Background: an optimization exercise with open tools, aiming at small area, a short achievable clock period and few clock cycles. Do not read the settings as production practice.
At most, simulation tests tie the RTL to the original design; equivalence was not proved.
Function not checked in run 2: the RTL went through the layout flow alone.

==> flow/design.v, too long to show whole: its modules and the start of the top module <==
// module ieee754multiplier: 1638 lines
// module fpmul_fa: 4 lines
// module fpmul_ha: 4 lines
module ieee754multiplier (
    input logic clk, rst_n,
    input logic [31:0] a_i,
    input logic [31:0] b_i,
    input logic start_i,
    output logic done_o,
    output logic nan_o,
    output logic inifinit_o,
    output logic overflow_o,
    output logic underflow_o,
    output logic [31:0] product_o
);
  // ...
==> flow/flow/run.sh <==
#!/bin/bash
# The standard layout (the standard.sh: the standard synthesis and the
# ORFS steps to finish), except that the port buffers that global placement
# inserts are buf_2 cells instead of the tool's default pick.
set -euo pipefail
export BUFFER_PORTS_ARGS="-buffer_cell sky130_fd_sc_hd__buf_2"
bash standard.sh > standard.log 2>&1
==> flow/standard.sh <==
#!/bin/bash
# synth_recipe.tcl (not shown) runs the flow's synth.tcl, then flattens the netlist and writes it again
# the make line also repeats each setting of config.mk as NAME=value (left out here)
make -C /OpenROAD-flow-scripts/flow DESIGN_CONFIG=/design/flow/config.mk WORK_HOME=/design/flow/orfs CLKGATE_MAP_FILE= SYNTH_SCRIPT=/design/flow/synth_recipe.tcl "${@:-finish}"
==> flow/config.mk <==
export PLATFORM = sky130hd
export DESIGN_NAME = ieee754multiplier
export DESIGN_NICKNAME = ieee754multiplier
export VERILOG_FILES = /design/flow/design.v
export SDC_FILE = /design/flow/constraint.sdc
export NUM_CORES = 4
export LEC_CHECK = 0
export ABC_AREA = 1
export CAP_MARGIN = 20
export CORE_MARGIN = 2
export CORE_UTILIZATION = 50
export SETUP_SLACK_MARGIN = 1
export SLEW_MARGIN = 20
export SYNTH_HIERARCHICAL = 1
==> flow/constraint.sdc <==
create_clock -name core_clock -period 9.0 [get_ports {clk}]
set_input_delay 1.8000 -clock core_clock [delete_from_list [all_inputs] [get_ports {clk}]]
set_output_delay 1.8000 -clock core_clock [all_outputs]
set_load 0.01 [all_outputs]
==> flow_summary.ini, run 1 <==
[clock_network]
cts_tree = yes
root_buffer = clkbuf_16
htreeDepth = 2
cts_resized = 16
cts.clk_slew.worst_paths_ps = 50
clock_sinks = 37

[final_layout]
seqCellArea_um2 = 745.7
multi_input_gates = 1843
nNonClkBuffers = 183
largest_reg_flops = 32
final_nets = 2764
diodes = 0
n_fill_cell = 3305
inv_count = 282
layout_commonest_cell = nand2_1
regMostFlops = product_o
drive_above_1_share = 0.1428

[place]
io_buffer_count = 103

[logic_synthesis]
syn-instance-count = 2294
synth_compound_area_frac = 0.1279
synth_seq_cells = 37
yosys.area.top_type = fa_1
ys_warn_count = 7

[global_routing]
antenna_found_initial = 0
grt_pass1_wl_um = 94110
use_met1 = 0.4637
grt_pass1_vias = 16473

[setup_path]
setup.worst_path.end = product_o[27]
worstSetupPathType = in2reg
critPathArrivalTime_ps = 7860

[timing]
slew_headroom = 0.5302
hold_viol = 0
final.setup.worst_slack_ps = 1316

[route]
top_layer = met4
viasPerCell = 5.969
m1WireLength_um = 25100

[floorplanning]
taps = 448
ios = 104
die_h_um = 188.1

[status]
status = timing/DRC/antenna clean
Testbench counts, summed over its fixed seeds: cycles 3,208.
==> inputs of run 2 (changes only) <==
--- a/flow/design.v
+++ b/flow/design.v
@@ -1585,17 +1585,19 @@
 fpmul_fa u_s884 (.a(c876), .b(s882), .c(c878), .s(s884), .co(c885));
 fpmul_fa u_s886 (.a(a_i[20]), .b(a_i[21]), .c(ns286), .s(s886), .co(c887));
 fpmul_fa u_s888 (.a(pp310), .b(c883), .c(s886), .s(s888), .co(c889));
 assign ci890 = ~a_i[22];
 fpmul_fa u_s891 (.a(ci890), .b(pp311), .c(c887), .s(s891), .co(c892));
 assign ci893 = ~a_i[22];
 assign rx = {ci893, c889, c885, c880, c874, c867, c859, c850, c840, c829, c817, c804, c790, c775, c759, c742, c724, c705, c685, c664, c642, c619, c596, c574, c552, c531, c511, c491, s488, c455, c439, c423, c409, c395, s392, c371, c361, s358, s348, c335, s332, s326, s320, s316, c313, pp3, pp2, neg0};
 assign ry = {c892, s891, s888, s884, s879, s873, s866, s858, s849, s839, s828, s816, s803, s789, s774, s758, s741, s723, s704, s684, s663, s641, s618, s595, s573, s551, s530, s510, s490, s472, s454, s438, s422, s408, s394, s382, s370, s360, s350, s342, s334, s328, s322, s318, s314, s312, 1'b0, pp1};
-assign m = rx + ry;
+logic [20:0] mlo;
+assign mlo = {1'b0, rx[19:0]} + {1'b0, ry[19:0]};
+assign m = {rx[47:20] + ry[47:20] + {27'd0, mlo[20]}, mlo[19:0]};
 assign sign = a_i[31] ^ b_i[31];
 assign zero = (a_i[22:0] == 23'd0) || (b_i[22:0] == 23'd0);
 assign esum = {2'b00, a_i[30:23]} + {2'b00, b_i[30:23]};
 assign e0   = esum - 10'd127;
 assign e1   = esum - 10'd126;
 logic        nan0, ovf0, unf0, keep0, sgn0;
 logic [7:0]  exp0;
 assign nan0  = !zero && e0[7:0] == 8'hFF;
==> run 2 against run 1 <==
Effect of this change: critical path type unchanged; critical endpoint is now product_o[9]; first-iteration DRC count decreased by 7.9%; hold slack got worse by 6.2 ps; final area decreased by 7.2%; highest routed layer is now met5.
==> flow_summary.ini, run 2 <==
[final_layout]
final_cell_mix = xor2_1 (265), fa_1 (255), o22ai_1 (254)
final_nets = 2343
postLayoutCellArea_um2 = 17360
area_growth_pct = 15.26
layout_commonest_cell = xor2_1
largest_reg_flops = 32
drive_above_1_share = 0.1951
diodes = 0
n_fill_cell = 2707
regMostFlops = product_o

[floorplanning]
placeableCoreArea_um2 = 29640
initial_core_util = 0.5081
die_w_um = 177.5
num_rows = 63
die_h_um = 177.5
ios = 104
dieArea_um2 = 31520

[timing]
fmax_mhz = 128.9
slew_violations = 0
tightest_slew_ps = 692.7
rsz0062_at_grt = true
fin_crit_sh = 0.8617
setup_violations = 0
post-route-min-period_ps = 7756
tns_ps = 0
slew_headroom = 0.5340
hold_viol = 0

[clock_network]
htreeDepth = 2
cts_inserted_buffers = 5
cts_tree = yes
clock_sinks = 37
holdBufCountCts = 0
cts.path.max_buffers = 2
cts.clk_slew.worst_paths_ps = 60
root_buffer = clkbuf_16

[place]
gp_congestion = 0.9777
post_dp_cell_area_um2 = 16050
io_buffer_count = 103
dpl.hpwl_um = 40860

[logic_synthesis]
seq_area_frac_synth = 0.04952
synthesis.nets = 2245
avgSynthCellArea_um2 = 8.216
synth_area_um2 = 15060
synth-edff-count = 0
synth_ff_type = dfxtp_1
yosys.area.top_type = fa_1
async_flop_share = 0.02703
synth_common_cells = xor2_1 (274), fa_1 (264), o22ai_1 (263)
synth_top_area_frac = 0.3509
synth.most_common_cell = xor2_1
synthDistinctLibCells = 44
ys_warn_count = 7
syn-instance-count = 1833
synth_seq_cells = 37
synth.area.top_cells = fa_1 (35%), xor2_1 (16%), o22ai_1 (11%), ha_1 (6.7%), nand2_1 (6.5%)

[setup_path]
slowest_delay_ps = 510
end_kind = flop
crit_fanout = 16
critPathArrivalTime_ps = 7970
crit_required_ps = 9220
worstSetupPathType = in2reg
crit_slowest_cell = fa_1
cp-start-kind = input pin
cp_common_cell = fa_1

[global_routing]
overflow = 0
grt_pass1_vias = 13987
antenna_found_initial = 1
gr-usage-all-layers = 0.3251
grt_pass1_wl_um = 78680
grt_max_degree = 28

[route]
firstDrtPassIters = 7
routedWlPerCell_um = 22.64
drc = 0
routed_wl_um = 52580
first_iter_violations = 1369
viasPerCell = 6.146
antenna_left = 0
vias = 14272

[worst_hold_path]
holdCritPathClass = in2async

[run]
drv_cap = 0

[status]
status = timing/DRC/antenna clean
-- run 2: cell types whose count changed after synthesis, moves of 6 or more --
cell and change:
nand4_1 -9, inv_1 -104, a21oi_1 +6, nand3_1 -35, nor2_1 -44, clkbuf_1 +10
o21ai_1 +15, nand2_1 -291, a31oi_1 +7, nand3_2 -22, xor2_1 +12, buf_2 -10
o21ai_0 +17
-- run 2: through the flow --
stage / setup slack [ps] / util / instances / hold WS, ps
2_1_floorplan: 1303 / - / 1833 / 1504
3_3_place_gp: 229.6 / 0.5415 / 2263 / 1574
3_5_place_dp: 143.6 / 0.5415 / 2263 / 1575
4_1_cts: 1018 / 0.5508 / 2271 / 1272
5_1_grt: 965.9 / 0.5857 / 2322 / 1271
6_report: 1244 / 0.5857 / 2322 / 1275
-- run 2: what timing repair did --
action	4_1_cts	5_1_grt
buffers inserted	0	45
pin swaps	0	39
cloned	0	6
gates resized for setup	28	145
setup endpoints to repair	36	36
-- run 2: critical path, delay by kind of cell --
kind	cells	cell delay [ps]
XOR/XNOR	1	230
AO/OA/AOI/OAI	2	290
buffers and inverters	6	1350
AND/OR/NAND/NOR	14	1470
adder cells (fa/ha/maj)	6	2800
-- run 2: final cells by class --
type,instances,area [µm²],share of cell area
sequential,37,745.7,0.04296
clock inverter,2,37.54,0.002162
tap,390,488.0,0.02811
clock buffer,6,138.9,0.008001
multi-input combinational,1493,13700,0.7894
inverter,175,690.7,0.03979
timing repair buffer,219,1554,0.08953
-- run 2: worst paths after layout --
check / to / from / slack [ps] / cells after the start
min in group core_clock: done_o / start_i / 1620 / 1
max: product_o[9] / a_i[18] / 1240 / 29
min: done_o / rst_n / 1270 / 1
max in group asynchronous: done_o / rst_n / 7640 / 1
-- run 2: per-layer routing --
metal	wire [µm]	vias up	share of wire	global-route usage
met5	12	-	0.00023	0
met4	2456	2	0.047	0.1236
met1	21640	7013	0.41	0.4448
li1	-	6303	-	-
met2	24020	801	0.46	0.5202
met3	4445	153	0.085	0.04927
-- run 2: Yosys stat by module, one instance, submodules excluded --
module / cells / cell area (µm²) / flip-flops and latches / copies in the design
fpmul_fa: 1 / 20.02 / 0 / 263
fpmul_ha: 1 / 12.51 / 0 / 21
ieee754multiplier: 1549 / 9532 / 37 / 1
-- run 2: cell families after synthesis --
| kind of cell | count (synthesis) | share of synthesized area |
|---|---|---|
| flops | 37 | 0.04952 |
| xor+xnor | 283 | 0.1656 |
| compound gates | 408 | 0.1613 |
| simple gates | 453 | 0.1264 |
| buf+inv | 307 | 0.07901 |
| fa+ha+maj | 345 | 0.4182 |

[port drivers added, routing unchanged]
The flow's constraints put no driver on any port. The routed layouts listed below were extracted and timed again, unchanged, in two steps. Step 1 (the two cells are an assumption about what drives the block):
set clk [get_ports {clk}]
set_driving_cell -lib_cell sky130_fd_sc_hd__clkbuf_16 $clk
set_driving_cell -lib_cell sky130_fd_sc_hd__buf_2 [delete_from_list [all_inputs] $clk]
Step 2, shift: input delay + t, output delay - t, t = (earliest + latest rising clock arrival at the registers) / 2. This alone moves slack from input paths to output paths. a / b / c = ideal ports / drivers / drivers and shift; a / b = the first two.
run	shift t [ns]	slack for setup (ns)	worst hold slack (ns)	worst setup path at the end	slew at the worst register clock pin (ns)
run 1	0.317	1.316 / 1.253 / 0.936	1.281 / 1.268 / 1.585	input to register	0.05 / 0.05
run 2	0.321	1.244 / 1.217 / 0.896	1.275 / 1.265 / 1.586	input to register	0.06 / 0.06
After both steps setup and hold are still met in every run listed. For run 1, which loses most, drivers alone change the setup slack by -0.063 ns; drivers and shift together by -0.380 ns.
